Background: an optimization exercise with open tools, aiming at a short achievable clock period and few clock cycles per item. Do not read the settings as production practice. At most, simulation tests tie the RTL to the original design; equivalence was not proved. No functional check of the RTL was part of runs 1, 5 and 6. Power figures rest on the tool's default switching activity, not on a simulated workload.

==> flow/design.v <==
module cpu (
   prog_addr, mem_control, equal, mem_addr, mem_data_in, request_rom,
   request_ram,
   clk, rst, opcode, ab_select, op_addr, mem_data_out
   );
input clk, rst;
input [3:0] opcode;
input ab_select;
input [7:0] op_addr;
input [7:0] mem_data_out;
output reg [11:0] prog_addr;
output reg mem_control;
output reg equal;
output reg [11:0] mem_addr;
output reg [7:0] mem_data_in;
output reg request_rom, request_ram;
localparam store = 4'b0100;
localparam load  = 4'b0011;
localparam add   = 4'b1001;
localparam sub   = 4'b1010;
localparam and_  = 4'b0010;
localparam or_   = 4'b0001;
localparam equal_op = 4'b0101;
localparam L1 = 2;       
localparam L2 = 5;       
localparam W2 = L2 - L1;
localparam W3 = 8 - L2;
function [8:0] slice;    
    input [7:0] x, y;
    input cin, arith, sb, an;
    input integer w;
    reg [7:0] yy, g, t, u;
    reg [8:0] c;
    reg prod;
    integer i, j, k;
    begin
        yy = y ^ {8{sb}};
        g = x & yy;
        t = x | yy;
        c = 9'b0;
        c[0] = cin;
        for (i = 1; i <= 8; i = i + 1) begin
            prod = cin;
            for (j = 0; j < 8; j = j + 1)
                if (j < i) prod = prod & t[j];
            c[i] = prod;
            for (k = 0; k < 8; k = k + 1) begin
                if (k < i) begin
                    prod = g[k];
                    for (j = 0; j < 8; j = j + 1)
                        if (j > k && j < i) prod = prod & t[j];
                    c[i] = c[i] | prod;
                end
            end
        end
        u = arith ? ((x ^ {8{sb}}) ^ y) : (an ? (x & y) : (x | y));
        slice = 9'b0;
        slice[7:0] = u ^ (c[7:0] & {8{arith}});
        slice[8] = c[w];
    end
endfunction
reg [L1-1:0] a1, b1;
reg [L2-1:L1] a2, b2;
reg [7:L2] a3, b3;
reg s1_wa, s1_wb, s1_la, s1_lb, s1_arith, s1_sub, s1_and, s1_f0, s1_f1;
reg s2_wa, s2_wb, s2_arith, s2_sub, s2_and, s2_c;
reg s2_la_bus, s2_lb_bus, s2_la_fwd, s2_lb_fwd;
reg s3_wa, s3_wb, s3_la, s3_lb, s3_arith, s3_sub, s3_and, s3_c;
reg [7:L2] ld3;
reg [7:0] fwd_data;
reg e0_v, e1_v, e0_sel, e1_sel;
reg [1:0] e0_age, e1_age;
reg [7:0] e0_addr, e1_addr;
reg [L2-1:0] e0_d12, e1_d12;
reg [7:L2] e0_d3, e1_d3;
reg halt;
wire dv     = !halt;
wire is_ld  = dv && (opcode == load);
wire is_st  = dv && (opcode == store);
wire is_alu = dv && ((opcode == add) || (opcode == sub) || (opcode == and_) || (opcode == or_));
wire is_eq  = dv && (opcode == equal_op);
wire [L1-1:0] bus1 = mem_data_out[L1-1:0];
wire [L1-1:0] a1_k = s2_la_fwd ? fwd_data[L1-1:0] : a1;
wire [L1-1:0] b1_k = s2_lb_fwd ? fwd_data[L1-1:0] : b1;
wire [L1-1:0] a1_eff = s2_la_bus ? bus1 : a1_k;
wire [L1-1:0] b1_eff = s2_lb_bus ? bus1 : b1_k;
wire [8:0] q1 = slice({{(8-L1){1'b0}}, a1_eff}, {{(8-L1){1'b0}}, b1_eff}, s1_sub, s1_arith, s1_sub, s1_and, L1);
wire [L1-1:0] r1 = q1[L1-1:0];
wire [L1-1:0] a1_next = s1_wa ? r1 : a1_eff;
wire [L1-1:0] b1_next = s1_wb ? r1 : b1_eff;
wire [W2-1:0] bus2 = mem_data_out[L2-1:L1];
wire [8:0] q2 = slice({{(8-W2){1'b0}}, a2}, {{(8-W2){1'b0}}, b2}, s2_c, s2_arith, s2_sub, s2_and, W2);
wire [W2-1:0] r2 = q2[W2-1:0];
wire a2_keep = !s2_wa && !s2_la_bus;
wire b2_keep = !s2_wb && !s2_lb_bus;
wire [W2-1:0] a2_k = s2_la_fwd ? fwd_data[L2-1:L1] : a2;
wire [W2-1:0] b2_k = s2_lb_fwd ? fwd_data[L2-1:L1] : b2;
wire [W2-1:0] a2_next = ({W2{s2_wa}} & r2) | ({W2{s2_la_bus}} & bus2) | ({W2{a2_keep}} & a2_k);
wire [W2-1:0] b2_next = ({W2{s2_wb}} & r2) | ({W2{s2_lb_bus}} & bus2) | ({W2{b2_keep}} & b2_k);
wire [8:0] q3 = slice({{(8-W3){1'b0}}, a3}, {{(8-W3){1'b0}}, b3}, s3_c, s3_arith, s3_sub, s3_and, W3);
wire [W3-1:0] r3 = q3[W3-1:0];
wire [W3-1:0] a3_k = s3_la ? ld3 : a3;
wire [W3-1:0] b3_k = s3_lb ? ld3 : b3;
wire [W3-1:0] a3_next = ({W3{s3_wa}} & r3) | ({W3{!s3_wa}} & a3_k);
wire [W3-1:0] b3_next = ({W3{s3_wb}} & r3) | ({W3{!s3_wb}} & b3_k);
wire [L2-1:0] live12_0 = e0_sel ? {b2_next, b1_eff} : {a2_next, a1_eff};
wire [L2-1:0] live12_1 = e1_sel ? {b2_next, b1_eff} : {a2_next, a1_eff};
wire [W3-1:0] live3_0  = e0_sel ? b3_next : a3_next;
wire [W3-1:0] live3_1  = e1_sel ? b3_next : a3_next;
wire [L2-1:0] e0_d12_n = (e0_age == 2'd0) ? live12_0 : e0_d12;
wire [L2-1:0] e1_d12_n = (e1_age == 2'd0) ? live12_1 : e1_d12;
wire [W3-1:0] e0_d3_n  = (e0_age == 2'd1) ? live3_0 : e0_d3;
wire [W3-1:0] e1_d3_n  = (e1_age == 2'd1) ? live3_1 : e1_d3;
wire [1:0] e0_age_n = (e0_age == 2'd0) ? 2'd1 : 2'd2;
wire [1:0] e1_age_n = (e1_age == 2'd0) ? 2'd1 : 2'd2;
wire issue = e0_v && (e0_age != 2'd0) && !is_ld;
wire p0_v = issue ? e1_v : e0_v;
wire p1_v = issue ? 1'b0 : e1_v;
wire push0 = is_st && !p0_v;
wire push1 = is_st &&  p0_v;
wire m1 = e1_v && (e1_addr == op_addr);
wire m0 = e0_v && (e0_addr == op_addr);
always @(posedge clk) begin
    mem_addr    <= {4'b0, is_ld ? op_addr : e0_addr};
    mem_control <= is_ld;
    mem_data_in <= {e0_d3_n, e0_d12};
    s1_arith <= opcode[3];
    s1_sub   <= opcode[3] && opcode[1];
    s1_and   <= opcode[1];
    s2_arith <= s1_arith;
    s2_sub   <= s1_sub;
    s2_and   <= s1_and;
    s2_c     <= q1[8];
    s3_arith <= s2_arith;
    s3_sub   <= s2_sub;
    s3_and   <= s2_and;
    s3_c     <= q2[8];
    ld3      <= (s2_la_fwd || s2_lb_fwd) ? fwd_data[7:L2] : mem_data_out[7:L2];
    fwd_data <= s1_f1 ? {e1_d3_n, e1_d12} : {e0_d3_n, e0_d12};
    if (issue) begin
        e0_sel  <= e1_sel;
        e0_addr <= e1_addr;
        e0_d12  <= e1_d12_n;
        e0_d3   <= e1_d3_n;
        e0_age  <= e1_age_n;
    end else begin
        e0_d12  <= e0_d12_n;
        e0_d3   <= e0_d3_n;
        e0_age  <= e0_age_n;
    end
    e1_d12 <= e1_d12_n;
    e1_d3  <= e1_d3_n;
    e1_age <= e1_age_n;
    if (push0) begin
        e0_sel  <= ab_select;
        e0_addr <= op_addr;
        e0_age  <= 2'd0;
    end
    if (push1) begin
        e1_sel  <= ab_select;
        e1_addr <= op_addr;
        e1_age  <= 2'd0;
    end
    if (!rst) begin
        prog_addr   <= 12'b0;
        request_rom <= 1'b1;
        request_ram <= 1'b0;
        equal <= 1'b0;
        halt  <= 1'b0;
        a1 <= 0; a2 <= 0; a3 <= 0;
        b1 <= 0; b2 <= 0; b3 <= 0;
        s1_wa <= 1'b0; s1_wb <= 1'b0; s1_la <= 1'b0; s1_lb <= 1'b0;
        s1_f0 <= 1'b0; s1_f1 <= 1'b0;
        s2_wa <= 1'b0; s2_wb <= 1'b0;
        s2_la_bus <= 1'b0; s2_lb_bus <= 1'b0; s2_la_fwd <= 1'b0; s2_lb_fwd <= 1'b0;
        s3_wa <= 1'b0; s3_wb <= 1'b0; s3_la <= 1'b0; s3_lb <= 1'b0;
        e0_v <= 1'b0;
        e1_v <= 1'b0;
    end else begin
        prog_addr   <= prog_addr + 12'd1;
        request_rom <= 1'b1;
        request_ram <= is_ld || issue;
        halt  <= halt || is_eq;
        equal <= (halt || is_eq) && !p0_v;
        a1 <= a1_next; a2 <= a2_next; a3 <= a3_next;
        b1 <= b1_next; b2 <= b2_next; b3 <= b3_next;
        s1_wa <= is_alu && !ab_select;
        s1_wb <= is_alu &&  ab_select;
        s1_la <= is_ld && !ab_select;
        s1_lb <= is_ld &&  ab_select;
        s1_f1 <= is_ld && m1;
        s1_f0 <= is_ld && m0 && !m1;
        s2_wa <= s1_wa;
        s2_wb <= s1_wb;
        s2_la_bus <= s1_la && !(s1_f0 || s1_f1);
        s2_lb_bus <= s1_lb && !(s1_f0 || s1_f1);
        s2_la_fwd <= s1_la &&  (s1_f0 || s1_f1);
        s2_lb_fwd <= s1_lb &&  (s1_f0 || s1_f1);
        s3_wa <= s2_wa;
        s3_wb <= s2_wb;
        s3_la <= s2_la_bus || s2_la_fwd;
        s3_lb <= s2_lb_bus || s2_lb_fwd;
        e0_v <= p0_v || push0;
        e1_v <= p1_v || push1;
    end
end
endmodule
==> flow/run.sh <==
#!/bin/bash
# synth_recipe.tcl (not shown) runs the flow's synth.tcl, then flattens the netlist and writes it again
# the make line also repeats each setting of config.mk as NAME=value (left out here)
make -C /OpenROAD-flow-scripts/flow DESIGN_CONFIG=/design/flow/config.mk WORK_HOME=/design/flow/orfs CLKGATE_MAP_FILE= SYNTH_SCRIPT=/design/flow/synth_recipe.tcl finish
==> flow/config.mk <==
export PLATFORM = sky130hd
export DESIGN_NAME = cpu
export DESIGN_NICKNAME = cpu
export VERILOG_FILES = /design/flow/design.v
export SDC_FILE = /design/flow/constraint.sdc
export NUM_CORES = 4
export LEC_CHECK = 0
export ABC_CLOCK_PERIOD_IN_PS = 1500
export CAP_MARGIN = 20
export CORE_MARGIN = 2
export CORE_UTILIZATION = 40
export PLACE_DENSITY = 0.6
export SETUP_SLACK_MARGIN = 2.4
export SLEW_MARGIN = 20
export TNS_END_PERCENT = 100
==> flow/constraint.sdc <==
create_clock -name core_clock -period 4.0 [get_ports {clk}]
set_input_delay 0.8000 -clock core_clock [delete_from_list [all_inputs] [get_ports {clk}]]
set_output_delay 0.8000 -clock core_clock [all_outputs]
set_load 0.01 [all_outputs]
==> reports/qor.yml, run 1 <==
period_needed_ns: 2.16
vdd_drop_max_uv: 274
r2r_cells: 7
clockBufferDepth: 2
cts_sinks: 126
cap_violations: 0
antenna_left: 0
status: "complete, no violations"
worstPathCellList: "clkdlybuf4s50_1 -> a22o_1 -> a41o_1 -> a31oi_4 -> mux2i_1 -> mux2_4"
postRouteWirelength_mm: 14.5
synthXorXnorAreaFrac_pct: 5.81
worstPathMaxFanout: 3
worstHoldStart: "s2_and"
wl_per_cell_um: 16.2
multi_input_area_mm2: 0.00333
synth_compound_area_share_pct: 14.6
place_area_mm2: 0.00651
timing_worst_setup_path_type: "input port to flop"
synth_most_common_cell: "dfxtp_1"
r2r-end: "e0_d12[3]"
dp_cells: 796
ys_top_cells_by_count: "dfxtp_1, nand2_1, nor2_1"
hpwl_mm: 8.93
synthDominantCellAreaShare_pct: 36.0
boundaryPins: 59
dr.pass1.iters: 4
grt_max_degree: 44
first_global_vias: 4541
worstPathArrival_ns: 2.32
yosysTopAreaCell: "dfxtp_1"
cts_inserted_buffers: 17
hold_depth: 0
critical-path-slowest-cell: "clkdlybuf4s50_1"
finalHoldViolCount: 0
syn_avg_cell_area_um2: 9.70
synthTopCellsByArea: "dfxtp_1, edfxtp_1, mux2i_1"
drive_gt1_share_pct: 40.3
hold_end: "s3_and"
seqCellArea_mm2: 0.00284
synth_simple_gate_area_share_pct: 17.7
finalCritPeriodShare_pct: 54.1
cp_slowest_stage_delay_ns: 0.48
ys_seq_elements: 126
cp.required_ns: 4.16
synth.distinct_cells: 65
seq_area_frac_synth_pct: 48.0
endpoint_kind: "flop"
hp-class: "flop to flop"
grt_pass1_wl_mm: 23.1
synth_fa_ha_area_share_pct: 0.742
cts.clk_slew.worst_paths_ns: 0.06
fin_skew_ns: 0.0110
grt-ovfl-total: 0
start_util_pct: 41.1
design_area_mm2: 0.00806
worst_slew_pin_slew_ns: 0.682
layout.nets: 725
synth_top_family_by_area: "simple AND/OR/NAND/NOR gates"
synth.area.mux_share_pct: 8.99
synth_ff_type: "dfxtp_1"
ctsHoldBuffers: 0
num_rows: 43
areaGrowthSynthToFinish_pct: 40.5
io_buffers: 53
dieArea_mm2: 0.0153
cp-startpoint: "mem_data_out[3]"
p_per_area_mw_per_mm2: 417
grtUsageTotal_pct: 19.8
final-setup-viol-count: 0
finalSetupTns_ns: 0
grt_antenna_before_repair: 0
htreeDepth: 4
clock_latency_ns: 0.41
fp.dieH_um: 124
ff2ff_setup_slack_ns: 1.85
startpoint_type: "input port"
finalNonFillerCells: 894
rsz0062_at_grt: "true"
vias_per_cell: 5.29
post-route-util_pct: 57.8
slew_viol_final: 0
fmax_ghz: 0.462
drc: 0
drtIter0Drc: 304
synth_cells: 591
hold_ws_ns: 0.392
yosys_warnings: 1
synth-edff-count: 23
core_mm2: 0.0139
netlist_area_mm2: 0.00573
cts_tree: "built"
insertedDiodeCount: 0
place_congestion: 0.850
cts_root_buf: "clkbuf_16"
num_vias: 4729
synthArstFlopShare_pct: 0
r2r_start: "a2[2]"
slew_headroom_pct: 54.3
leakage_nw: 3.18
die_w_um: 124
fill_cells: 1197
==> metal layers <==
metal	wire length (um)	track usage (%)	vias to the layer above
li1	-	-	2300
met1	6470	25.3	2307
met2	7160	32.8	101
met3	587	3.80	21
met4	276	8.17	0
met5	0	0	-
==> repair_timing <==
action                     in CTS  in global routing
setup endpoints to repair     122                111
setup buffers                  50                 12
pin swaps                      31                 37
gates cloned                    3                  1
resized for setup             289                 62
==> logic make-up after synthesis <==
kind of cell | Yosys count
compound gates | 121
xor+xnor | 38
fa+ha+maj | 4
buf+inv | 47
flops | 126
mux | 48
other cells | 2
simple gates | 205
==> how the worst max path moves through the flow <==
stage / to / slack, ns / cells past startpoint
floorplan: e0_addr[0] / 1.73 / 9
global placement: e0_sel / 1.06 / 9
detailed placement: e1_addr[3] / 0.98 / 6
CTS: e0_d12[3] / 1.83 / 7
global route: e0_d12[3] / 1.76 / 7
finish: e0_d12[3] / 1.84 / 6
==> through the flow <==
step | power (mW) | setup slack, ns
CTS | 3.35 | 1.83
finish | 3.36 | 1.84
global placement | 1.88 | 1.06
global route | 3.50 | 1.76
detailed placement | 1.89 | 0.985
floorplan | 1.73 | 1.73
==> layout make-up <==
cell class	instances	share of cell area, %
multi-input combinational	424	41.3
sequential	126	35.2
timing repair buffer	119	13.0
clock buffer	17	5.28
tap	180	2.80
clock inverter	15	1.71
inverter	13	0.699
==> where the power goes <==
part / internal [mW] / total, mW / leakage, nW / switching, mW
clock: 0.860 / 1.44 / 0.259 / 0.584
combinational: 0.199 / 0.384 / 1.85 / 0.185
sequential: 1.43 / 1.53 / 1.08 / 0.0965
==> placed cells by master (no fill, tap or decap), types with 11 or more instances in the layout <==
master     count
o21a_1        11
buf_2         16
clkbuf_16     17
buf_4         55
a21oi_1       23
dfxtp_2       25
mux2_4        12
dfxtp_1       64
nor2b_1       17
nand2_1       49
nor3_1        12
and2_1        16
dfxtp_4       14
buf_6         30
nor2_1        44
edfxtp_1      23
xnor2_1       17
mux2i_1       21
o21ai_0       13
inv_1         11
xor2_1        12
==> worst max-delay path: cells and delay by family <==
kind	cells	cell delay, ns
AOI/OAI and AO/OA	3	0.66
buffers and inverters	1	0.48
muxes	2	0.38
==> sequential cells by signal (all words and copies together) (netlist names), 2 cells and up <==
name	cells
prog_addr	12
e0_addr	8
e1_addr	8
fwd_data	8
mem_addr	8
mem_data_in	8
e0_d12	5
e1_d12	5
a2	3
a3	3
b2	3
b3	3
e0_d3	3
e1_d3	3
ld3	3
a1	2
b1	2
e0_age	2
e1_age	2
==> run 2: changes to the inputs <==
--- a/flow/design.v
+++ b/flow/design.v
@@ -68,11 +68,15 @@
 reg s3_wa, s3_wb, s3_la, s3_lb, s3_arith, s3_sub, s3_and, s3_c;
 reg [7:L2] ld3;
 reg [7:0] fwd_data;
-reg e0_v, e1_v, e0_sel, e1_sel;
+reg rd, wr;
+reg e0_v, e1_v;
 reg [1:0] e0_age, e1_age;
 reg [7:0] e0_addr, e1_addr;
 reg [L2-1:0] e0_d12, e1_d12;
 reg [7:L2] e0_d3, e1_d3;
+reg st1_sel, st2_sel;            
+reg [L2-1:0] stg12;
+reg [7:L2] stg3;
 reg halt;
 wire dv     = !halt;
 wire is_ld  = dv && (opcode == load);
@@ -103,27 +107,36 @@
 wire [W3-1:0] b3_k = s3_lb ? ld3 : b3;
 wire [W3-1:0] a3_next = ({W3{s3_wa}} & r3) | ({W3{!s3_wa}} & a3_k);
 wire [W3-1:0] b3_next = ({W3{s3_wb}} & r3) | ({W3{!s3_wb}} & b3_k);
-wire [L2-1:0] live12_0 = e0_sel ? {b2_next, b1_eff} : {a2_next, a1_eff};
-wire [L2-1:0] live12_1 = e1_sel ? {b2_next, b1_eff} : {a2_next, a1_eff};
-wire [W3-1:0] live3_0  = e0_sel ? b3_next : a3_next;
-wire [W3-1:0] live3_1  = e1_sel ? b3_next : a3_next;
-wire [L2-1:0] e0_d12_n = (e0_age == 2'd0) ? live12_0 : e0_d12;
-wire [L2-1:0] e1_d12_n = (e1_age == 2'd0) ? live12_1 : e1_d12;
-wire [W3-1:0] e0_d3_n  = (e0_age == 2'd1) ? live3_0 : e0_d3;
-wire [W3-1:0] e1_d3_n  = (e1_age == 2'd1) ? live3_1 : e1_d3;
-wire [1:0] e0_age_n = (e0_age == 2'd0) ? 2'd1 : 2'd2;
-wire [1:0] e1_age_n = (e1_age == 2'd0) ? 2'd1 : 2'd2;
-wire issue = e0_v && (e0_age != 2'd0) && !is_ld;
-wire p0_v = issue ? e1_v : e0_v;
-wire p1_v = issue ? 1'b0 : e1_v;
-wire push0 = is_st && !p0_v;
-wire push1 = is_st &&  p0_v;
+wire [L2-1:0] live12 = st1_sel ? {b2_next, b1_eff} : {a2_next, a1_eff};
+wire [W3-1:0] live3  = st2_sel ? b3_next : a3_next;
+function [7:0] ent_val;
+    input [1:0] age;
+    input [L2-1:0] d12;
+    input [7:L2] d3;
+    input [L2-1:0] s12;
+    input [7:L2] s3, l3;
+    begin
+        ent_val[L2-1:0] = (age == 2'd1) ? s12 : d12;
+        ent_val[7:L2]   = (age == 2'd1) ? l3 : (age == 2'd2) ? s3 : d3;
+    end
+endfunction
+wire [7:0] v0 = ent_val(e0_age, e0_d12, e0_d3, stg12, stg3, live3);
+wire [7:0] v1 = ent_val(e1_age, e1_d12, e1_d3, stg12, stg3, live3);
+wire rd_v = rd ? e1_v : e0_v;
+wire [1:0] rd_age = rd ? e1_age : e0_age;
+wire issue = rd_v && (rd_age != 2'd0) && !is_ld;
+wire pop0 = issue && !rd;
+wire pop1 = issue &&  rd;
+wire push0 = is_st && !wr;
+wire push1 = is_st &&  wr;
+wire left = (e0_v && !pop0) || (e1_v && !pop1);
 wire m1 = e1_v && (e1_addr == op_addr);
 wire m0 = e0_v && (e0_addr == op_addr);
+wire fsel = (m0 && m1) ? !rd : m1;
 always @(posedge clk) begin
-    mem_addr    <= {4'b0, is_ld ? op_addr : e0_addr};
+    mem_addr    <= {4'b0, is_ld ? op_addr : (rd ? e1_addr : e0_addr)};
     mem_control <= is_ld;
-    mem_data_in <= {e0_d3_n, e0_d12};
+    mem_data_in <= rd ? v1 : v0;
     s1_arith <= opcode[3];
     s1_sub   <= opcode[3] && opcode[1];
     s1_and   <= opcode[1];
@@ -136,28 +149,22 @@
     s3_and   <= s2_and;
     s3_c     <= q2[8];
     ld3      <= (s2_la_fwd || s2_lb_fwd) ? fwd_data[7:L2] : mem_data_out[7:L2];
-    fwd_data <= s1_f1 ? {e1_d3_n, e1_d12} : {e0_d3_n, e0_d12};
-    if (issue) begin
-        e0_sel  <= e1_sel;
-        e0_addr <= e1_addr;
-        e0_d12  <= e1_d12_n;
-        e0_d3   <= e1_d3_n;
-        e0_age  <= e1_age_n;
-    end else begin
-        e0_d12  <= e0_d12_n;
-        e0_d3   <= e0_d3_n;
-        e0_age  <= e0_age_n;
-    end
-    e1_d12 <= e1_d12_n;
-    e1_d3  <= e1_d3_n;
-    e1_age <= e1_age_n;
+    fwd_data <= s1_f1 ? v1 : v0;
+    st1_sel  <= ab_select;
+    st2_sel  <= st1_sel;
+    stg12    <= live12;
+    stg3     <= live3;
+    if (e0_age == 2'd1) e0_d12 <= stg12;
+    if (e1_age == 2'd1) e1_d12 <= stg12;
+    if (e0_age == 2'd2) e0_d3 <= stg3;
+    if (e1_age == 2'd2) e1_d3 <= stg3;
+    if (e0_age != 2'd3) e0_age <= e0_age + 2'd1;
+    if (e1_age != 2'd3) e1_age <= e1_age + 2'd1;
     if (push0) begin
-        e0_sel  <= ab_select;
         e0_addr <= op_addr;
         e0_age  <= 2'd0;
     end
     if (push1) begin
-        e1_sel  <= ab_select;
         e1_addr <= op_addr;
         e1_age  <= 2'd0;
     end
@@ -176,20 +183,22 @@
         s3_wa <= 1'b0; s3_wb <= 1'b0; s3_la <= 1'b0; s3_lb <= 1'b0;
         e0_v <= 1'b0;
         e1_v <= 1'b0;
+        rd <= 1'b0;
+        wr <= 1'b0;
     end else begin
         prog_addr   <= prog_addr + 12'd1;
         request_rom <= 1'b1;
         request_ram <= is_ld || issue;
         halt  <= halt || is_eq;
-        equal <= (halt || is_eq) && !p0_v;
+        equal <= (halt || is_eq) && !left;
         a1 <= a1_next; a2 <= a2_next; a3 <= a3_next;
         b1 <= b1_next; b2 <= b2_next; b3 <= b3_next;
         s1_wa <= is_alu && !ab_select;
         s1_wb <= is_alu &&  ab_select;
         s1_la <= is_ld && !ab_select;
         s1_lb <= is_ld &&  ab_select;
-        s1_f1 <= is_ld && m1;
-        s1_f0 <= is_ld && m0 && !m1;
+        s1_f1 <= is_ld && (m0 || m1) &&  fsel;
+        s1_f0 <= is_ld && (m0 || m1) && !fsel;
         s2_wa <= s1_wa;
         s2_wb <= s1_wb;
         s2_la_bus <= s1_la && !(s1_f0 || s1_f1);
@@ -200,8 +209,10 @@
         s3_wb <= s2_wb;
         s3_la <= s2_la_bus || s2_la_fwd;
         s3_lb <= s2_lb_bus || s2_lb_fwd;
-        e0_v <= p0_v || push0;
-        e1_v <= p1_v || push1;
+        e0_v <= (e0_v && !pop0) || push0;
+        e1_v <= (e1_v && !pop1) || push1;
+        if (issue) rd <= !rd;
+        if (is_st) wr <= !wr;
     end
 end
 endmodule
==> flow/flow/run.sh (new file) <==
#!/bin/bash
# The standard layout, with the port buffers inserted as buf_4 cells instead
# of the buffer that buffer_ports picks by default (a delay cell here).
set -euo pipefail
bash standard.sh BUFFER_PORTS_ARGS="-buffer_cell sky130_fd_sc_hd__buf_4" finish > standard_flow.log 2>&1
==> flow/standard.sh (new file) <==
#!/bin/bash
# synth_recipe.tcl (not shown) runs the flow's synth.tcl, then flattens the netlist and writes it again
# the make line also repeats each setting of config.mk as NAME=value (left out here)
make -C /OpenROAD-flow-scripts/flow DESIGN_CONFIG=/design/flow/config.mk WORK_HOME=/design/flow/orfs CLKGATE_MAP_FILE= SYNTH_SCRIPT=/design/flow/synth_recipe.tcl "${@:-finish}"
--- a/flow/config.mk
+++ b/flow/config.mk
@@ -5,7 +5,7 @@
 export SDC_FILE = /design/flow/constraint.sdc
 export NUM_CORES = 4
 export LEC_CHECK = 0
-export ABC_CLOCK_PERIOD_IN_PS = 1500
+export ABC_CLOCK_PERIOD_IN_PS = 1000
 export CAP_MARGIN = 20
 export CORE_MARGIN = 2
 export CORE_UTILIZATION = 40
removed: flow/run.sh
==> run 2 against run 1 <==
Against the previous run:
- sequential power increased by 3%
- setup slack improved by 0.38 ns
- routed wire length decreased by 1.7%
- still clean
- sequential share of layout area increased by 1.9 points
==> reports/qor.yml, run 2 <==
status: "complete, no violations"
post-route-util_pct: 56.0
io_buffers: 53
power_frac_clock_pct: 40.4
grt-ovfl-total: 0
antenna_left: 0
yosysTopAreaCell: "dfxtp_1"
cap_violations: 0
ys_seq_elements: 136
finalHoldViolCount: 0
drive_gt1_share_pct: 39.8
dieArea_mm2: 0.0157
vias_per_cell: 5.13
final_common_cell: "buf_4"
num_rows: 44
drtIter0Drc: 205
cp.required_ns: 4.30
clock_latency_ns: 0.41
fmax_ghz: 0.560
wl_met1_mm: 6.25
syn_avg_cell_area_um2: 9.53
internal-power_mw: 2.77
first_global_vias: 4677
final_cell_mix: "buf_4, nor2_1, dfxtp_1"
power_frac_comb_pct: 16.9
start_util_pct: 40.8
fp.dieH_um: 125
r2r_start: "b2[2]"
wl_met2_mm: 7.35
cts_tree: "built"
vdd_drop_max_uv: 237
grt_antenna_before_repair: 0
cp-startpoint: "b2[2]"
hp-class: "flop to flop"
endpoint_kind: "flop"
synth_most_common_cell: "dfxtp_1"
critical_path.endpoint: "stg12[4]"
synth.distinct_cells: 59
top_layer_used: "met4"
seq_area_frac_synth_pct: 49.0
r2r-end: "stg12[4]"
place_congestion: 0.802
hpwl_mm: 8.97
grtUsageTotal_pct: 17.7
synthTopCellsByArea: "dfxtp_1, edfxtp_1, nor2_1"
cts_inserted_buffers: 17
met3_length_um: 385
htreeDepth: 4
layout.nets: 746
finalSetupTns_ns: 0
drc: 0
leakage_nw: 3.19
synthDominantCellAreaShare_pct: 40.9
insertedDiodeCount: 0
die_w_um: 125
num_vias: 4677
place_area_mm2: 0.00648
wl_per_cell_um: 15.6
cts_sinks: 136
worstPathMaxFanout: 5
worst_slew_pin_slew_ns: 0.716
areaGrowthSynthToFinish_pct: 37.5
switching_power_uw: 929
startpoint_type: "flop"
finalCritPeriodShare_pct: 44.6
p_sw_share_pct: 25.1
clockBufferDepth: 2
top_register: "prog_addr"
timing_worst_setup_path_type: "flop to flop"
boundaryPins: 59
seqPwrFrac_pct: 42.8
slew_viol_final: 0
synth_cells: 617
cts.clk_slew.worst_paths_ns: 0.05
synthArstFlopShare_pct: 0
slew_headroom_pct: 52.2
grt_max_degree: 23
rsz0062_at_grt: "true"
netlist_area_mm2: 0.00588
core_mm2: 0.0144
largest_register_ffs: 12
fin_skew_ns: 0.00504
dr.pass1.iters: 4
worstPathArrival_ns: 2.08
ff2ff_setup_slack_ns: 2.21
design_area_mm2: 0.00808
postRouteWirelength_mm: 14.3
ys_top_cells_by_count: "dfxtp_1, nor2_1, a21oi_1"
yosys_warnings: 1
cts_root_buf: "clkbuf_16"
synth-edff-count: 16
period_needed_ns: 1.79
final-setup-viol-count: 0
p_per_area_mw_per_mm2: 458
synth_ff_type: "dfxtp_1"
grt_pass1_wl_mm: 22.4
r2r_cells: 6
==> run 2: cell count changes after synthesis, sizes merged, moves of 9 or more <==
| cell | previous run | this run |
|---|---|---|
| xor2 | 15 | 24 |
| and2 | 20 | 8 |
| inv | 13 | 31 |
| nor2 | 51 | 76 |
| o21a | 12 | 3 |
| nand2 | 54 | 35 |
| a21oi | 31 | 41 |
| dfxtp | 103 | 120 |
==> run 2: worst max-delay path, cell delays in order, from the launching register on <==
cell and delay, ns:
dfxtp_4 0.38, mux2i_4 0.24, o32ai_4 0.13, or4_4 0.44
o311ai_4 0.13, o21ai_2 0.09, mux2_2 0.26
==> run 2: worst min-delay path by stage <==
stage	start	to	slack, ns	cells past startpoint
2_1_floorplan	s2_arith	s3_arith	0.33	0
3_3_place_gp	s1_and	s2_and	0.41	0
3_5_place_dp	s1_and	s2_and	0.41	0
4_1_cts	s1_and	s2_and	0.41	0
5_1_grt	s1_and	s2_and	0.43	0
6_report	s1_and	s2_and	0.42	0
==> run 2: power groups by stage <==
stage	logic [mW]	registers, mW	clock network (mW)
global placement	0.502	1.60	0
CTS	0.583	1.58	1.51
detailed placement	0.521	1.60	0
floorplan	0.374	1.58	0
global route	0.685	1.60	1.58
finish	0.625	1.58	1.49
==> run 2: cell type report <==
type                            instances  area (um^2)
Timing Repair inverter                  1         7.51
Clock buffer                           28          497
Sequential cell                       136         3000
Inverter                               31          128
Clock inverter                          3         65.1
Multi-Input combinational cell        417         3160
Timing Repair Buffer                  112          997
Tap cell                              184          230
Fill cell                            1259         6340
==> run 2: stage by stage <==
stage	total power, mW	worst slack [ns]	hold slack (ns)	instances
global placement	2.10	1.86	0.406	822
CTS	3.68	2.22	0.415	888
finish	3.70	2.21	0.417	912
floorplan	1.96	2.18	0.329	620
detailed placement	2.13	1.75	0.409	822
global route	3.86	2.16	0.433	912
==> run 2: cells by family (layout without fill, tap and decap cells) <==
family          after synthesis  after routing  share of synthesized area (%)
compound gates              125            125                           14.1
xor+xnor                     42             42                           6.26
fa+ha+maj                    11             11                           2.17
buf+inv                      67            175                           5.00
flops                       136            136                           49.0
mux                          48             48                           8.60
other cells                   2              5                          0.128
simple gates                186            186                           14.7
==> run 2: per-layer routing <==
metal	vias to the layer above	GRT usage, %
met4	0	7.25
met1	2243	21.2
met2	83	31.1
li1	2331	-
met3	20	3.34
met5	-	0
==> run 2: what timing repair did <==
action                     in CTS  in global routing
gates cloned                    1                  0
hold buffers                    0                  0
pin swaps                      32                 22
setup endpoints to repair      76                 71
setup buffers                  34                 24
resized for setup             126                 62
Testbench counts of run 2, summed over its fixed seeds: cycles 61,751, instructions 58,115.
==> run 3: changes to the inputs <==
--- a/flow/config.mk
+++ b/flow/config.mk
@@ -5,7 +5,7 @@
 export SDC_FILE = /design/flow/constraint.sdc
 export NUM_CORES = 4
 export LEC_CHECK = 0
-export ABC_CLOCK_PERIOD_IN_PS = 1000
+export ABC_CLOCK_PERIOD_IN_PS = 1500
 export CAP_MARGIN = 20
 export CORE_MARGIN = 2
 export CORE_UTILIZATION = 40
==> run 3 against run 2 <==
Against the previous run:
- critical path type unchanged
- clock skew did not move
- fmax unchanged
- routed wire length unchanged
- synthesized area did not move
- first-iteration DRC count is the same
- non-clock buffer count unchanged
- final area did not move
- clock power barely moved
- count of clock-buffer cells in the layout is the same
- hold slack is the same
==> reports/qor.yml, run 3 <==
status: "complete, no violations"
clock_latency_ns: 0.41
ctsHoldBuffers: 0
ys_seq_elements: 136
cp.required_ns: 4.30
leakage_nw: 3.19
cts_tree: "built"
core_mm2: 0.0144
worst_slew_pin_slew_ns: 0.716
synthDominantCellAreaShare_pct: 40.9
die_w_um: 125
slew_viol_final: 0
final-setup-viol-count: 0
place_congestion: 0.802
p_per_area_mw_per_mm2: 458
p_total_mw: 3.70
drive_gt1_share_pct: 39.8
start_util_pct: 40.8
startpoint_type: "flop"
cap_violations: 0
worstPathArrival_ns: 2.08
boundaryPins: 59
finalCritPeriodShare_pct: 44.6
grt_max_degree: 23
postRouteWirelength_mm: 14.3
drc: 0
synth.distinct_cells: 59
dr.pass1.iters: 4
antenna_left: 0
synth-edff-count: 16
dieArea_mm2: 0.0157
worstPathMaxFanout: 5
areaGrowthSynthToFinish_pct: 37.5
cts_sinks: 136
final_common_cell: "buf_4"
cts.clk_slew.worst_paths_ns: 0.05
grt_pass1_wl_mm: 22.4
fin_skew_ns: 0.00504
synth_ff_type: "dfxtp_1"
dp_cells: 822
top_register: "prog_addr"
grtUsageTotal_pct: 17.7
finalNonFillerCells: 912
synthTopCellsByArea: "dfxtp_1, edfxtp_1, nor2_1"
drtIter0Drc: 205
period_needed_ns: 1.79
clockBufferDepth: 2
hpwl_mm: 8.97
synth_cells: 617
insertedDiodeCount: 0
wl_per_cell_um: 15.6
slew_headroom_pct: 52.2
cts_inserted_buffers: 17
yosys_warnings: 1
layout.nets: 746
final_cell_mix: "buf_4, nor2_1, dfxtp_1"
seq_area_frac_synth_pct: 49.0
fmax_ghz: 0.560
finalSetupTns_ns: 0
syn_avg_cell_area_um2: 9.53
first_global_vias: 4677
finalHoldViolCount: 0
endpoint_kind: "flop"
largest_register_ffs: 12
cts_root_buf: "clkbuf_16"
num_vias: 4677
timing_worst_setup_path_type: "flop to flop"
vdd_drop_max_uv: 237
fp.dieH_um: 125
synth_most_common_cell: "dfxtp_1"
yosysTopAreaCell: "dfxtp_1"
synthArstFlopShare_pct: 0
rsz0062_at_grt: "true"
num_rows: 44
ys_top_cells_by_count: "dfxtp_1, nor2_1, a21oi_1"
netlist_area_mm2: 0.00588
grt-ovfl-total: 0
hp-class: "flop to flop"
htreeDepth: 4
grt_antenna_before_repair: 0
vias_per_cell: 5.13
io_buffers: 53
[run 3: what timing repair did]
action | in CTS | in global routing
buffers inserted | 34 | 24
cloned | 1 | 0
gates resized for setup | 126 | 62
setup endpoints to repair | 76 | 71
pin swaps | 32 | 22
[run 3: path summary, 6_finish.rpt]
check / from / to / slack, ns / depth (start not counted)
worst min-delay path: s1_and / s2_and / 0.42 / 0
worst min register to register: s1_and / s2_and / 0.42 / 0
worst max register to register: b2[2] / stg12[4] / 2.21 / 6
worst max-delay path: b2[2] / stg12[4] / 2.21 / 6
[run 3: per-layer routing]
layer | track usage (%) | routed length (um) | vias to the layer above
li1 | - | - | 2331
met1 | 21.2 | 6250 | 2243
met2 | 31.1 | 7350 | 83
met3 | 3.34 | 385 | 20
met4 | 7.25 | 261 | 0
met5 | 0 | 0 | -
[run 3: power by group]
part / switching (mW) / internal [mW] / total [mW]
Combinational: 0.313 / 0.312 / 0.625
Clock: 0.529 / 0.964 / 1.49
Sequential: 0.0867 / 1.49 / 1.58
Total: 0.929 / 2.77 / 3.70
[run 3: cell type report]
| type | instances | area (um^2) |
|---|---|---|
| inverter | 31 | 128 |
| timing repair buffer | 112 | 997 |
| multi-input combinational | 417 | 3160 |
| tap | 184 | 230 |
| fill | 1259 | 6340 |
| sequential | 136 | 3000 |
| clock inverter | 3 | 65.1 |
| timing repair inverter | 1 | 7.51 |
| clock buffer | 28 | 497 |
[run 3: worst max-delay path, cell delays in order, from the launching register on]
cell and delay, ns:
dfxtp_4 0.38, mux2i_4 0.24, o32ai_4 0.13, or4_4 0.44
o311ai_4 0.13, o21ai_2 0.09, mux2_2 0.26
[run 3: cell families after synthesis]
group / count (synthesis) / share of synthesized area [%]
mux: 48 / 8.60
compound gates: 125 / 14.1
flops: 136 / 49.0
fa+ha+maj: 11 / 2.17
other cells: 2 / 0.128
simple gates: 186 / 14.7
xor+xnor: 42 / 6.26
buf+inv: 67 / 5.00
[run 3: metrics by stage]
stage / setup slack [ns] / instance area (um^2) / hold slack, ns / utilization [%]
after floorplan: 2.18 / 6080 / 0.329 / -
after global placement: 1.86 / 6480 / 0.406 / 44.9
after detailed placement: 1.75 / 6480 / 0.409 / 44.9
after CTS: 2.22 / 7670 / 0.415 / 53.2
after global routing: 2.16 / 8080 / 0.433 / 56.0
final: 2.21 / 8080 / 0.417 / 56.0
==> run 4: changes to the inputs <==
--- a/flow/config.mk
+++ b/flow/config.mk
@@ -8,8 +8,8 @@
 export ABC_CLOCK_PERIOD_IN_PS = 1500
 export CAP_MARGIN = 20
 export CORE_MARGIN = 2
-export CORE_UTILIZATION = 40
-export PLACE_DENSITY = 0.6
+export CORE_UTILIZATION = 55
+export PLACE_DENSITY = 0.75
 export SETUP_SLACK_MARGIN = 2.4
 export SLEW_MARGIN = 20
 export TNS_END_PERCENT = 100
==> run 4 against run 3 <==
Against the previous run:
- critical endpoint is now prog_addr[4]
- register-to-register slack hardly changed
- non-clock buffer count is 14 lower
- largest power group unchanged
- highest routed layer unchanged
- fmax is 0.23% higher
- final area is 3.0% lower
==> reports/qor.yml, run 4 <==
slew_viol_final: 0
period_needed_ns: 1.78
layout.nets: 732
start_util_pct: 56.7
r2r_start: "b2[2]"
seq_area_frac_synth_pct: 49.0
syn_avg_cell_area_um2: 9.53
wl_per_cell_um: 15.8
synthTopCellsByArea: "dfxtp_1, edfxtp_1, nor2_1"
worstHoldStart: "s1_and"
synth_most_common_cell: "dfxtp_1"
grt_max_degree: 32
cp_slowest_stage_delay_ns: 0.35
critical-path-slowest-cell: "dfxtp_4"
fmax_ghz: 0.561
cp.required_ns: 3.20
drive_gt1_share_pct: 38.3
hold_end: "s2_and"
cts_sinks: 136
dieArea_mm2: 0.0115
finalHoldViolCount: 0
die_w_um: 107
critPathBufInv: 1
largest_register_ffs: 12
leakage_nw: 3.11
ys_top_cells_by_count: "dfxtp_1, nor2_1, a21oi_1"
final_cell_mix: "nor2_1, dfxtp_1, buf_4"
hpwl_mm: 8.32
vias_per_cell: 5.51
worstPathMaxFanout: 2
rsz0062_at_grt: "true"
drc: 0
grt_pass1_wl_mm: 22.0
final_common_cell: "nor2_1"
num_vias: 4688
ff2ff_setup_slack_ns: 2.22
r2r-end: "stg12[4]"
top_register: "prog_addr"
yosys_warnings: 1
grtUsageTotal_pct: 24.2
finalSetupTns_ns: 0
clockBufferDepth: 2
antenna_left: 0
cap_violations: 0
vdd_drop_max_uv: 331
drtIter0Drc: 252
slew_headroom_pct: 52.6
postRouteWirelength_mm: 13.4
areaGrowthSynthToFinish_pct: 33.3
htreeDepth: 4
ctsHoldBuffers: 0
dr.pass1.iters: 4
endpoint_kind: "primary output"
num_rows: 37
synthDominantCellAreaShare_pct: 40.9
worstPathCellList: "buf_6"
worst_slew_pin_slew_ns: 0.711
final-setup-viol-count: 0
grt_antenna_before_repair: 0
fp.dieH_um: 107
io_buffers: 53
insertedDiodeCount: 0
netlist_area_mm2: 0.00588
boundaryPins: 59
hold_depth: 0
clock_latency_ns: 0.52
cts_root_buf: "clkbuf_8"
status: "complete, no violations"
cts_tree: "built"
synthArstFlopShare_pct: 0
cts.clk_slew.worst_paths_ns: 0.06
synth_ff_type: "dfxtp_1"
first_global_vias: 4781
r2r_cells: 6
fill_cells: 699
cts_inserted_buffers: 17
synth_cells: 617
synth-edff-count: 16
place_congestion: 0.813
finalCritPeriodShare_pct: 44.5
p_per_area_mw_per_mm2: 460
hold_ws_ns: 0.412
startpoint_type: "flop"
yosysTopAreaCell: "dfxtp_1"
timing_worst_setup_path_type: "flop to primary output"
synth.distinct_cells: 59
grt-ovfl-total: 0
hp-class: "flop to flop"
fin_skew_ns: 0.00855
core_mm2: 0.0104
worstPathArrival_ns: 0.98
ys_seq_elements: 136
cpLargestDelayFamily: "flip-flops"
==> run 4: power by group <==
group	leakage, nW	internal, mW	switching, mW
Sequential	1.15	1.49	0.0884
Combinational	1.69	0.288	0.294
Clock	0.270	0.883	0.556
Total	3.11	2.66	0.939
==> run 4: timing repair <==
| action | CTS | global route |
|---|---|---|
| pin swaps | 27 | 28 |
| setup endpoints to repair | 68 | 61 |
| cloned | 0 | 1 |
| buffers inserted | 33 | 11 |
| resized for setup | 123 | 47 |
==> run 4: how the worst max path moves through the flow <==
stage,from,to,slack (ns),depth (start not counted)
final,prog_addr[4],prog_addr[4],2.22,1
after global routing,b2[2],stg12[4],2.16,6
after CTS,b2[2],stg12[4],2.18,6
after detailed placement,rst,equal,1.84,4
after global placement,rst,equal,1.90,4
after floorplan,mem_data_out[0],a1[1],2.18,6
==> run 4: worst reg2reg max path, stage by stage, from the launching register on <==
cell and delay (ns):
dfxtp_4 0.37, mux2i_4 0.24, o32ai_4 0.13, or4_4 0.45
o311ai_4 0.12, o21ai_2 0.10, mux2_2 0.26
==> run 4: through the flow <==
step	instance area [um^2]	total power [mW]	cells	util, %	setup WS (ns)
2_1_floorplan	6080	1.96	620	-	2.18
5_1_grt	7840	3.76	851	75.6	2.16
4_1_cts	7550	3.59	839	72.8	2.18
3_3_place_gp	6420	2.09	774	61.9	1.90
6_report	7840	3.60	851	75.6	2.22
3_5_place_dp	6420	2.11	774	61.9	1.84
==> run 4: logic make-up (layout without fill, tap and decap cells) <==
group                    after synthesis  in the layout  share of synthesized area, %
AO/OA/AOI/OAI                        125            125                          14.1
flip-flops                           136            136                          49.0
adder cells (fa/ha/maj)               11             11                          2.17
other                                  2              5                         0.128
AND/OR/NAND/NOR                      186            186                          14.7
XOR/XNOR                              42             42                          6.26
multiplexers                          48             48                          8.60
buffers and inverters                 67            162                          5.00
==> run 4: cell type report <==
class,count,area (um^2),area share (%)
repair inverters,1,5.00,0.0639
clock inverters,12,125,1.60
flip-flops and latches,136,2990,38.2
repair buffers,98,871,11.1
multi-input cells,417,3130,39.9
clock buffers,20,425,5.43
inverters,31,121,1.55
well taps,136,170,2.17
==> run 4: layer usage <==
metal / GRT usage [%] / part of all wire [%]
met4: 10.5 / 2.2
met2: 42.5 / 52
met1: 28.3 / 43
met5: 0 / 0
met3: 5.33 / 3.0
==> run 5: changes to the inputs <==
--- a/flow/design.v
+++ b/flow/design.v
@@ -21,8 +21,8 @@
 localparam and_  = 4'b0010;
 localparam or_   = 4'b0001;
 localparam equal_op = 4'b0101;
-localparam L1 = 2;       
-localparam L2 = 5;       
+localparam L1 = 3;       
+localparam L2 = 6;       
 localparam W2 = L2 - L1;
 localparam W3 = 8 - L2;
 function [8:0] slice;    
@@ -74,9 +74,7 @@
 reg [7:0] e0_addr, e1_addr;
 reg [L2-1:0] e0_d12, e1_d12;
 reg [7:L2] e0_d3, e1_d3;
-reg st1_sel, st2_sel;            
-reg [L2-1:0] stg12;
-reg [7:L2] stg3;
+reg st1_sel, st2_sel, st3_sel;   
 reg halt;
 wire dv     = !halt;
 wire is_ld  = dv && (opcode == load);
@@ -107,21 +105,23 @@
 wire [W3-1:0] b3_k = s3_lb ? ld3 : b3;
 wire [W3-1:0] a3_next = ({W3{s3_wa}} & r3) | ({W3{!s3_wa}} & a3_k);
 wire [W3-1:0] b3_next = ({W3{s3_wb}} & r3) | ({W3{!s3_wb}} & b3_k);
-wire [L2-1:0] live12 = st1_sel ? {b2_next, b1_eff} : {a2_next, a1_eff};
-wire [W3-1:0] live3  = st2_sel ? b3_next : a3_next;
-function [7:0] ent_val;
-    input [1:0] age;
-    input [L2-1:0] d12;
-    input [7:L2] d3;
-    input [L2-1:0] s12;
-    input [7:L2] s3, l3;
-    begin
-        ent_val[L2-1:0] = (age == 2'd1) ? s12 : d12;
-        ent_val[7:L2]   = (age == 2'd1) ? l3 : (age == 2'd2) ? s3 : d3;
-    end
-endfunction
-wire [7:0] v0 = ent_val(e0_age, e0_d12, e0_d3, stg12, stg3, live3);
-wire [7:0] v1 = ent_val(e1_age, e1_d12, e1_d3, stg12, stg3, live3);
+wire [L2-1:0] reg12 = st2_sel ? {b2, b1} : {a2, a1};
+wire [W3-1:0] reg3  = st3_sel ? b3 : a3;
+wire live3_r = st2_sel ? s3_wb : s3_wa;          
+wire [W3-1:0] live3_k = st2_sel ? b3_k : a3_k;
+wire [W3-1:0] live3 = live3_r ? r3 : live3_k;
+wire [L2-1:0] v0_12 = (e0_age == 2'd1) ? reg12 : e0_d12;
+wire [L2-1:0] v1_12 = (e1_age == 2'd1) ? reg12 : e1_d12;
+wire [W3-1:0] v0_3k = (e0_age == 2'd1) ? live3_k : (e0_age == 2'd2) ? reg3 : e0_d3;
+wire [W3-1:0] v1_3k = (e1_age == 2'd1) ? live3_k : (e1_age == 2'd2) ? reg3 : e1_d3;
+wire v0_r = (e0_age == 2'd1) && live3_r;
+wire v1_r = (e1_age == 2'd1) && live3_r;
+wire md_r = rd ? v1_r : v0_r;
+wire [W3-1:0] md_3k = rd ? v1_3k : v0_3k;
+wire [L2-1:0] md_12 = rd ? v1_12 : v0_12;
+wire fw_r = s1_f1 ? v1_r : v0_r;
+wire [W3-1:0] fw_3k = s1_f1 ? v1_3k : v0_3k;
+wire [L2-1:0] fw_12 = s1_f1 ? v1_12 : v0_12;
 wire rd_v = rd ? e1_v : e0_v;
 wire [1:0] rd_age = rd ? e1_age : e0_age;
 wire issue = rd_v && (rd_age != 2'd0) && !is_ld;
@@ -136,7 +136,7 @@
 always @(posedge clk) begin
     mem_addr    <= {4'b0, is_ld ? op_addr : (rd ? e1_addr : e0_addr)};
     mem_control <= is_ld;
-    mem_data_in <= rd ? v1 : v0;
+    mem_data_in <= {md_r ? r3 : md_3k, md_12};
     s1_arith <= opcode[3];
     s1_sub   <= opcode[3] && opcode[1];
     s1_and   <= opcode[1];
@@ -149,15 +149,14 @@
     s3_and   <= s2_and;
     s3_c     <= q2[8];
     ld3      <= (s2_la_fwd || s2_lb_fwd) ? fwd_data[7:L2] : mem_data_out[7:L2];
-    fwd_data <= s1_f1 ? v1 : v0;
+    fwd_data <= {fw_r ? r3 : fw_3k, fw_12};
     st1_sel  <= ab_select;
     st2_sel  <= st1_sel;
-    stg12    <= live12;
-    stg3     <= live3;
-    if (e0_age == 2'd1) e0_d12 <= stg12;
-    if (e1_age == 2'd1) e1_d12 <= stg12;
-    if (e0_age == 2'd2) e0_d3 <= stg3;
-    if (e1_age == 2'd2) e1_d3 <= stg3;
+    st3_sel  <= st2_sel;
+    if (e0_age == 2'd1) e0_d12 <= reg12;
+    if (e1_age == 2'd1) e1_d12 <= reg12;
+    if (e0_age == 2'd2) e0_d3 <= reg3;
+    if (e1_age == 2'd2) e1_d3 <= reg3;
     if (e0_age != 2'd3) e0_age <= e0_age + 2'd1;
     if (e1_age != 2'd3) e1_age <= e1_age + 2'd1;
     if (push0) begin
--- a/flow/config.mk
+++ b/flow/config.mk
@@ -8,8 +8,8 @@
 export ABC_CLOCK_PERIOD_IN_PS = 1500
 export CAP_MARGIN = 20
 export CORE_MARGIN = 2
-export CORE_UTILIZATION = 55
-export PLACE_DENSITY = 0.75
+export CORE_UTILIZATION = 40
+export PLACE_DENSITY = 0.6
 export SETUP_SLACK_MARGIN = 2.4
 export SLEW_MARGIN = 20
 export TNS_END_PERCENT = 100
==> run 5 against run 4 <==
Against the previous run:
- hold slack got worse by 0.071 ns
- routed wire length fell by 1.6%
- sequential share of layout area fell by 0.85 points
- global-route usage fell by 5.7 points
- synthesized cell count fell by 1.1%
- count of clock-buffer cells in the layout rose by 2
- clock skew rose by 0.0023 ns
- still clean
==> reports/qor.yml, run 5 <==
synthDominantCellAreaShare_pct: 39.9
drtIter0Drc: 274
top_register: "prog_addr"
fmax_ghz: 0.531
endpoint_kind: "flop"
synthArstFlopShare_pct: 0
grtUsageTotal_pct: 18.5
yosys_warnings: 1
fp.dieH_um: 123
core_mm2: 0.0138
finalHoldViolCount: 0
cp.required_ns: 4.29
seq_area_frac_synth_pct: 48.4
slew_viol_final: 0
hp-class: "flop to flop"
dieArea_mm2: 0.0150
first_global_vias: 4421
r2r_cells: 7
worstHoldStart: "st1_sel"
cpLargestDelayFamily: "compound AO/OA/AOI/OAI gates"
antenna_left: 0
cp_slowest_stage_delay_ns: 0.38
hold_depth: 0
largest_register_ffs: 12
cts_tree: "built"
boundaryPins: 59
cts_inserted_buffers: 17
ys_seq_elements: 128
cts_sinks: 128
areaGrowthSynthToFinish_pct: 34.7
grt_pass1_wl_mm: 21.1
htreeDepth: 4
place_congestion: 0.748
critPathBufInv: 0
critical-path-slowest-cell: "dfxtp_4"
final-setup-viol-count: 0
p_per_area_mw_per_mm2: 559
detailedPlace.worstSlack_ns: 1.69
design_area_mm2: 0.00757
ctsHoldBuffers: 0
busiest_layer: "met2"
hold_ws_ns: 0.341
worstPathMaxFanout: 4
grt_use_met2_pct: 30.9
synth.distinct_cells: 50
num_vias: 4494
hold_end: "st2_sel"
timing_worst_setup_path_type: "flop to flop"
vias_per_cell: 5.15
start_util_pct: 40.7
r2r_start: "s2_lb_fwd"
synthTopCellsByArea: "dfxtp_1, edfxtp_1, mux2i_1"
worst_slew_pin_slew_ns: 0.653
final_cell_mix: "nor2_1, dfxtp_1, buf_4"
drc: 0
status: "complete, no violations"
timing.final.ws_setup_ns: 2.12
netlist_area_mm2: 0.00563
rsz0062_at_grt: "true"
synth_most_common_cell: "dfxtp_1"
slew_headroom_pct: 56.4
postRouteWirelength_mm: 13.2
drive_gt1_share_pct: 36.1
num_rows: 43
post-route-util_pct: 54.8
clock_latency_ns: 0.42
grt_max_degree: 25
layout.nets: 710
synth_ff_type: "dfxtp_1"
r2r-end: "a1[2]"
cp-startpoint: "s2_lb_fwd"
use_met1_pct: 21.6
yosysTopAreaCell: "dfxtp_1"
synth_cells: 610
wl_per_cell_um: 15.1
insertedDiodeCount: 0
die_w_um: 123
ff2ff_setup_slack_ns: 2.12
io_buffers: 53
finalSetupTns_ns: 0
met3_usage_pct: 5.58
fin_skew_ns: 0.0109
fill_cells: 1195
syn_avg_cell_area_um2: 9.22
cap_violations: 0
ys_top_cells_by_count: "dfxtp_1, nor2_1, nand2_1"
startpoint_type: "flop"
synth-edff-count: 16
cts_root_buf: "clkbuf_16"
cts.clk_slew.worst_paths_ns: 0.06
worstPathCellList: "mux2i_2 -> o21ai_4 -> mux2i_4 -> nor2_2 -> a221oi_2 -> xor2_1 -> a21oi_1"
grt-ovfl-total: 0
clockBufferDepth: 2
grt_antenna_before_repair: 0
worstPathArrival_ns: 2.17
finalCritPeriodShare_pct: 47.1
hpwl_mm: 8.65
place_area_mm2: 0.00619
final_common_cell: "nor2_1"
period_needed_ns: 1.88
leakage_nw: 2.95
vdd_drop_max_uv: 376
dr.pass1.iters: 4
## run 5: power breakdown
part | total, mW | internal, mW | switching, mW | leakage, nW
clock | 1.59 | 1.04 | 0.545 | 0.293
combinational | 0.974 | 0.474 | 0.500 | 1.57
sequential | 1.67 | 1.54 | 0.130 | 1.09
## run 5: logic make-up (layout without fill, tap and decap cells)
kind of cell,after synthesis,count (layout),synth area share [%]
AO/OA/AOI/OAI,120,120,12.8
XOR/XNOR,40,40,6.23
adder cells (fa/ha/maj),15,15,2.98
buffers and inverters,59,138,4.56
flip-flops,128,128,48.4
multiplexers,49,49,9.07
other,2,5,0.134
AND/OR/NAND/NOR,197,197,15.8
## run 5: worst reg2reg max path, cell delays in order, from the launching register on
cell	delay (ns)
dfxtp_4	0.38
mux2i_2	0.17
o21ai_4	0.20
mux2i_4	0.32
nor2_2	0.08
a221oi_2	0.31
xor2_1	0.21
a21oi_1	0.09
## run 5: worst max-delay path by stage
stage / to / slack (ns) / cells past startpoint
6_report: a1[2] / 2.12 / 7
5_1_grt: a1[2] / 2.05 / 7
4_1_cts: a1[2] / 2.14 / 7
3_5_place_dp: a1[2] / 1.69 / 8
3_3_place_gp: b1[2] / 1.79 / 8
2_1_floorplan: a1[2] / 2.04 / 7
## run 5: stage by stage
step / total power, mW / std cells
floorplan: 2.15 / 613
global placement: 2.37 / 808
detailed placement: 2.41 / 808
CTS: 4.15 / 861
global route: 4.47 / 872
finish: 4.23 / 872
## run 5: timing repair
action | 4_1_cts | 5_1_grt
setup endpoints to repair | 58 | 61
gates cloned | 1 | 0
pin swaps | 11 | 16
gates resized for setup | 115 | 56
setup buffers | 21 | 11
## run 5: final cells by class
type | instances | area [um^2] | share of cell area [%]
inverter | 20 | 80.1 | 1.06
timing repair buffer | 86 | 766 | 10.1
sequential | 128 | 2830 | 37.3
clock buffer | 22 | 485 | 6.41
timing repair inverter | 1 | 7.51 | 0.0991
tap | 180 | 225 | 2.97
clock inverter | 9 | 131 | 1.73
multi-input combinational | 426 | 3050 | 40.3
## run 5: metal layers
metal | up-vias | routed length (um)
li1 | 2230 | -
met1 | 2129 | 5740
met2 | 115 | 6500
met3 | 20 | 736
met4 | 0 | 218
met5 | - | 0
==> run 6: changes to the inputs <==
--- a/flow/design.v
+++ b/flow/design.v
@@ -22,7 +22,7 @@
 localparam or_   = 4'b0001;
 localparam equal_op = 4'b0101;
 localparam L1 = 3;       
-localparam L2 = 6;       
+localparam L2 = 5;       
 localparam W2 = L2 - L1;
 localparam W3 = 8 - L2;
 function [8:0] slice;    
==> run 6 against run 5 <==
Against the previous run:
- setup slack improved by 0.052 ns
- combinational power increased by 8%
- final cell count increased by 6.0%
- count of clock-buffer cells in the layout decreased by 1
- non-clock buffer count increased by 20
- register-to-register slack improved by 0.05 ns
- via count increased by 9.3%
- routed wire length increased by 10%
- global-route usage increased by 0.23 points
- core utilization about the same
- largest cell class unchanged
==> reports/qor.yml, run 6 <==
status: "complete, no violations"
synthDominantCellAreaShare_pct: 38.9
finalHoldViolCount: 0
start_util_pct: 40.4
syn_avg_cell_area_um2: 9.12
die_w_um: 125
startpoint_type: "flop"
antenna_left: 0
cts_inserted_buffers: 17
netlist_area_mm2: 0.00581
cap_violations: 0
finalCritPeriodShare_pct: 45.8
yosys_warnings: 1
timing_worst_setup_path_type: "flop to flop"
p_per_area_mw_per_mm2: 525
rsz0062_at_grt: "true"
synth.distinct_cells: 53
grt_antenna_before_repair: 0
worstHoldStart: "st1_sel"
final_common_cell: "buf_4"
ys_top_cells_by_count: "dfxtp_1, nor2_1, o21ai_0"
cts_sinks: 129
layout.nets: 757
vias_per_cell: 5.32
cp.required_ns: 4.33
io_buffers: 53
drc: 0
largest_register_ffs: 12
drtIter0Drc: 312
worstPathMaxFanout: 4
synth-edff-count: 16
cts_root_buf: "clkbuf_16"
num_rows: 44
final-setup-viol-count: 0
p_total_mw: 4.13
seq_area_frac_synth_pct: 47.2
vdd_drop_max_uv: 334
period_needed_ns: 1.83
clock_latency_ns: 0.42
core_mm2: 0.0144
endpoint_kind: "flop"
yosysTopAreaCell: "dfxtp_1"
synth_ff_type: "dfxtp_1"
internal-power_mw: 2.93
areaGrowthSynthToFinish_pct: 35.4
wl_per_cell_um: 15.8
grt_pass1_wl_mm: 23.4
fin_skew_ns: 0.0112
power_frac_clock_pct: 34.2
synthTopCellsByArea: "dfxtp_1, edfxtp_1, mux2i_1"
htreeDepth: 4
final_cell_mix: "buf_4, dfxtp_1, nor2_1"
fill_cells: 1265
switching_power_mw: 1.20
cts_tree: "built"
synth_cells: 637
synth_most_common_cell: "dfxtp_1"
fmax_ghz: 0.546
postRouteWirelength_mm: 14.6
drive_gt1_share_pct: 36.9
detailedPlace.worstSlack_ns: 1.81
fp.dieH_um: 125
post-route-util_pct: 54.8
timing.final.ws_setup_ns: 2.17
num_vias: 4913
clockBufferDepth: 2
grtUsageTotal_pct: 18.7
place_congestion: 0.784
leakage_nw: 2.98
grt-ovfl-total: 0
hpwl_mm: 9.30
synthArstFlopShare_pct: 0
seqPwrFrac_pct: 40.5
p_sw_share_pct: 29.1
insertedDiodeCount: 0
hp-class: "flop to flop"
ys_seq_elements: 129
finalSetupTns_ns: 0
first_global_vias: 4858
r2r_start: "s2_la_fwd"
dieArea_mm2: 0.0155
worstPathArrival_ns: 2.16
grt_max_degree: 31
cp-startpoint: "s2_la_fwd"
cts.clk_slew.worst_paths_ns: 0.05
slew_viol_final: 0
boundaryPins: 59
top_register: "prog_addr"
power_frac_comb_pct: 25.3
dr.pass1.iters: 5
-- run 6: changes by cell type after synthesis, moves of 6 or more --
cell      delta
o21ai_0     +13
nor2_1       -8
a211oi_1     +6
a21oi_1      +6
nor2b_1      +6
or3_1        +6
xor2_1       -6
-- run 6: critical path, stage by stage (launching register included) --
cell	delay [ns]
dfxtp_4	0.40
mux2i_4	0.26
o211ai_1	0.21
a21oi_4	0.30
xnor2_2	0.09
a32o_2	0.24
a221oi_2	0.24
-- run 6: worst paths after layout --
kind	end	slack (ns)	depth (start not counted)
max reg2reg	a1[1]	2.17	6
min reg2reg	st2_sel	0.33	0
min	st2_sel	0.33	0
max	a1[1]	2.17	6
-- run 6: area by class of cell --
cell class,instances,area (um^2),area share (%)
clock buffers,21,450,5.72
clock inverters,11,91.3,1.16
inverters,22,91.3,1.16
multi-input cells,450,3220,40.9
flip-flops and latches,129,2860,36.3
well taps,184,230,2.93
repair buffers,106,925,11.8
repair inverters,1,7.51,0.0954
-- run 6: routing by layer --
layer	part of all wire (%)	global-route usage, %	up-vias
li1	-	-	2402
met1	43	22.5	2348
met2	50	31.8	139
met3	5.2	5.24	24
met4	1.6	6.94	0
met5	0	0	-
-- run 6: per-stage QoR --
stage,instance area [um^2],hold slack (ns),std cells
after floorplan,5940,0.310,640
after global placement,6350,0.310,838
after detailed placement,6350,0.321,838
after CTS,7510,0.330,907
after global routing,7870,0.342,924
final,7870,0.332,924
-- run 6: cell families (layout without fill, tap and decap cells) --
| kind of cell | Yosys count | count (layout) | share of synthesized area [%] |
|---|---|---|---|
| xor+xnor | 37 | 37 | 5.58 |
| mux | 49 | 49 | 8.68 |
| compound gates | 156 | 157 | 16.3 |
| buf+inv | 62 | 161 | 4.74 |
| other cells | 2 | 5 | 0.129 |
| fa+ha+maj | 11 | 11 | 2.20 |
| flops | 129 | 129 | 47.2 |
| simple gates | 191 | 191 | 15.2 |
-- run 6: what timing repair did --
action | CTS | global route
endpoints found under the setup margin | 65 | 69
pin swaps | 18 | 17
hold buffers | 0 | 0
setup buffers | 37 | 15
gates resized for setup | 115 | 68
gates cloned | 0 | 2
-- run 6: power groups by stage --
stage | sequential (mW) | combinational, mW | clock (mW)
final | 1.67 | 1.05 | 1.41
after CTS | 1.67 | 0.952 | 1.44
after global placement | 1.67 | 0.743 | 0
after floorplan | 1.66 | 0.520 | 0
after global routing | 1.70 | 1.15 | 1.50
after detailed placement | 1.67 | 0.768 | 0
==> run 7: changes to the inputs <==
--- a/flow/design.v
+++ b/flow/design.v
@@ -21,7 +21,7 @@
 localparam and_  = 4'b0010;
 localparam or_   = 4'b0001;
 localparam equal_op = 4'b0101;
-localparam L1 = 3;       
+localparam L1 = 2;       
 localparam L2 = 5;       
 localparam W2 = L2 - L1;
 localparam W3 = 8 - L2;
==> run 7 against run 6 <==
Against the previous run:
- die area is 2.3% higher
- still clean
- routed wire length is 4.7% lower
- core utilization is 0.66 points higher
- combinational power is 9.9% lower
- highest routed layer unchanged
- fmax is 3.4% higher
- total power is 1.5% lower
- count of clock-buffer cells in the layout is 2 higher
- sequential power hardly changed
- synthesized cell count is 0.31% higher
- sequential share of layout area is 0.68 points lower
- clock power is 3% higher
==> reports/qor.yml, run 7 <==
status: "complete, no violations"
finalHoldViolCount: 0
drc: 0
cts_inserted_buffers: 17
startpoint_type: "flop"
fin_skew_ns: 0.0129
dr.pass1.iters: 4
fp.dieH_um: 126
synth_cells: 639
synthArstFlopShare_pct: 0
start_util_pct: 40.9
leakage_nw: 3.11
grt-ovfl-total: 0
met3_usage_pct: 4.29
ys_seq_elements: 129
largest_register_ffs: 12
cp.required_ns: 4.32
insertedDiodeCount: 0
yosys_warnings: 1
synth_most_common_cell: "dfxtp_1"
syn_avg_cell_area_um2: 9.31
clock_latency_ns: 0.42
boundaryPins: 59
cp_slowest_stage_delay_ns: 0.37
worstPathCellList: "xor2_2 -> a2111oi_4 -> or3b_4 -> a21oi_2 -> a311o_1 -> o22ai_1"
hpwl_mm: 9.01
critPathBufInv: 0
ys_top_cells_by_count: "dfxtp_1, nor2_1, nand2_1"
ctsHoldBuffers: 0
io_buffers: 53
core_mm2: 0.0145
endpoint_kind: "flop"
grt_pass1_wl_mm: 22.6
cts_root_buf: "clkbuf_16"
drtIter0Drc: 254
postRouteWirelength_mm: 13.9
cts.clk_slew.worst_paths_ns: 0.05
synthTopCellsByArea: "dfxtp_1, edfxtp_1, mux2i_1"
timing_worst_setup_path_type: "flop to flop"
design_area_mm2: 0.00806
worstPathArrival_ns: 2.10
wl_per_cell_um: 15.1
cts_sinks: 129
p_per_area_mw_per_mm2: 505
yosysTopAreaCell: "dfxtp_1"
cap_violations: 0
slew_viol_final: 0
busiest_layer: "met2"
synthDominantCellAreaShare_pct: 38.0
rsz0062_at_grt: "true"
final-setup-viol-count: 0
grtUsageTotal_pct: 17.6
num_rows: 44
synth-edff-count: 16
clockBufferDepth: 2
vdd_drop_max_uv: 360
first_global_vias: 4693
layout.nets: 756
critical-path-slowest-cell: "a311o_1"
use_met1_pct: 21.9
synth.distinct_cells: 68
place_congestion: 0.825
fmax_ghz: 0.565
multi_input_area_mm2: 0.00329
final_common_cell: "nor2_1"
synth_ff_type: "dfxtp_1"
period_needed_ns: 1.77
die_w_um: 126
finalCritPeriodShare_pct: 44.3
final_cell_mix: "nor2_1, buf_4, dfxtp_1"
grt_max_degree: 22
grt_use_met2_pct: 29.3
netlist_area_mm2: 0.00595
seq_area_frac_synth_pct: 46.1
htreeDepth: 4
cpLargestDelayFamily: "compound AO/OA/AOI/OAI gates"
worstPathMaxFanout: 4
fill_cells: 1302
drive_gt1_share_pct: 37.0
top_register: "prog_addr"
antenna_left: 0
grt_antenna_before_repair: 0
seqCellArea_mm2: 0.00287
finalSetupTns_ns: 0
areaGrowthSynthToFinish_pct: 35.4
hp-class: "flop to flop"
dieArea_mm2: 0.0159
ff2ff_setup_slack_ns: 2.23
place_area_mm2: 0.00648
vias_per_cell: 5.23
cts_tree: "built"
num_vias: 4816
[run 7: path summary, 6_finish.rpt]
| path | startpoint | endpoint | cells past startpoint |
|---|---|---|---|
| min | st1_sel | st2_sel | 0 |
| min reg2reg | st1_sel | st2_sel | 0 |
| max | b2[2] | b2[4] | 6 |
| max reg2reg | b2[2] | b2[4] | 6 |
[run 7: cell families (layout without fill, tap and decap cells)]
| family | Yosys count | in the layout | synth area share (%) |
|---|---|---|---|
| other | 2 | 5 | 0.126 |
| flip-flops | 129 | 129 | 46.1 |
| XOR/XNOR | 41 | 41 | 6.04 |
| buffers and inverters | 68 | 162 | 5.34 |
| AO/OA/AOI/OAI | 136 | 136 | 15.0 |
| multiplexers | 53 | 53 | 9.59 |
| AND/OR/NAND/NOR | 197 | 197 | 15.3 |
| adder cells (fa/ha/maj) | 13 | 13 | 2.50 |
[run 7: worst register-to-register path, cell delays in order, from the launching register on]
cell       delay [ns]
dfxtp_4          0.36
xor2_2           0.18
a2111oi_4        0.35
or3b_4           0.21
a21oi_2          0.05
a311o_1          0.37
o22ai_1          0.16
[run 7: where the power goes]
group	internal [mW]	switching [mW]	leakage (nW)
logic	0.467	0.479	1.72
registers	1.55	0.129	1.10
clock network	0.928	0.522	0.279
total	2.94	1.13	3.11
[run 7: area by class of cell]
class / count / area share, %
clock inverter: 6 / 0.683
multi-input combinational: 445 / 40.9
timing repair buffer: 106 / 12.4
timing repair inverter: 1 / 0.0932
clock buffer: 23 / 6.21
sequential: 129 / 35.6
tap: 184 / 2.86
inverter: 26 / 1.29
[run 7: per-stage QoR]
step / cells / setup slack (ns) / utilization, % / hold WS (ns) / total power [mW]
after CTS: 898 / 2.20 / 52.3 / 0.325 / 4.01
after floorplan: 642 / 2.22 / - / 0.310 / 2.18
after global routing: 920 / 2.17 / 55.4 / 0.346 / 4.28
after detailed placement: 838 / 1.74 / 44.6 / 0.315 / 2.42
final: 920 / 2.23 / 55.4 / 0.334 / 4.07
after global placement: 838 / 1.77 / 44.6 / 0.313 / 2.40
[run 7: metal layers]
metal	share of wire (%)	routed length [um]	vias up
met1	44	6100	2278
met3	4.8	660	38
met5	0	0	-
met4	2.5	350	0
met2	49	6780	126
li1	-	-	2374
[run 7: repair_timing]
item,4_1_cts,5_1_grt
gates resized for setup,120,60
setup endpoints to repair,68,76
pin swaps,19,29
cloned,1,1
buffers inserted,30,21
Testbench counts of run 7, summed over its fixed seeds: cycles 61,751, instructions 58,115.

Re-timed with assumed drivers on the ports (clkbuf_16 on the clock, buf_2 on other inputs), run 7 has 2.229 ns of setup slack against 2.229 ns with ideal ports, and 1.991 ns once port delays also move by the mid clock arrival of 0.451 ns.
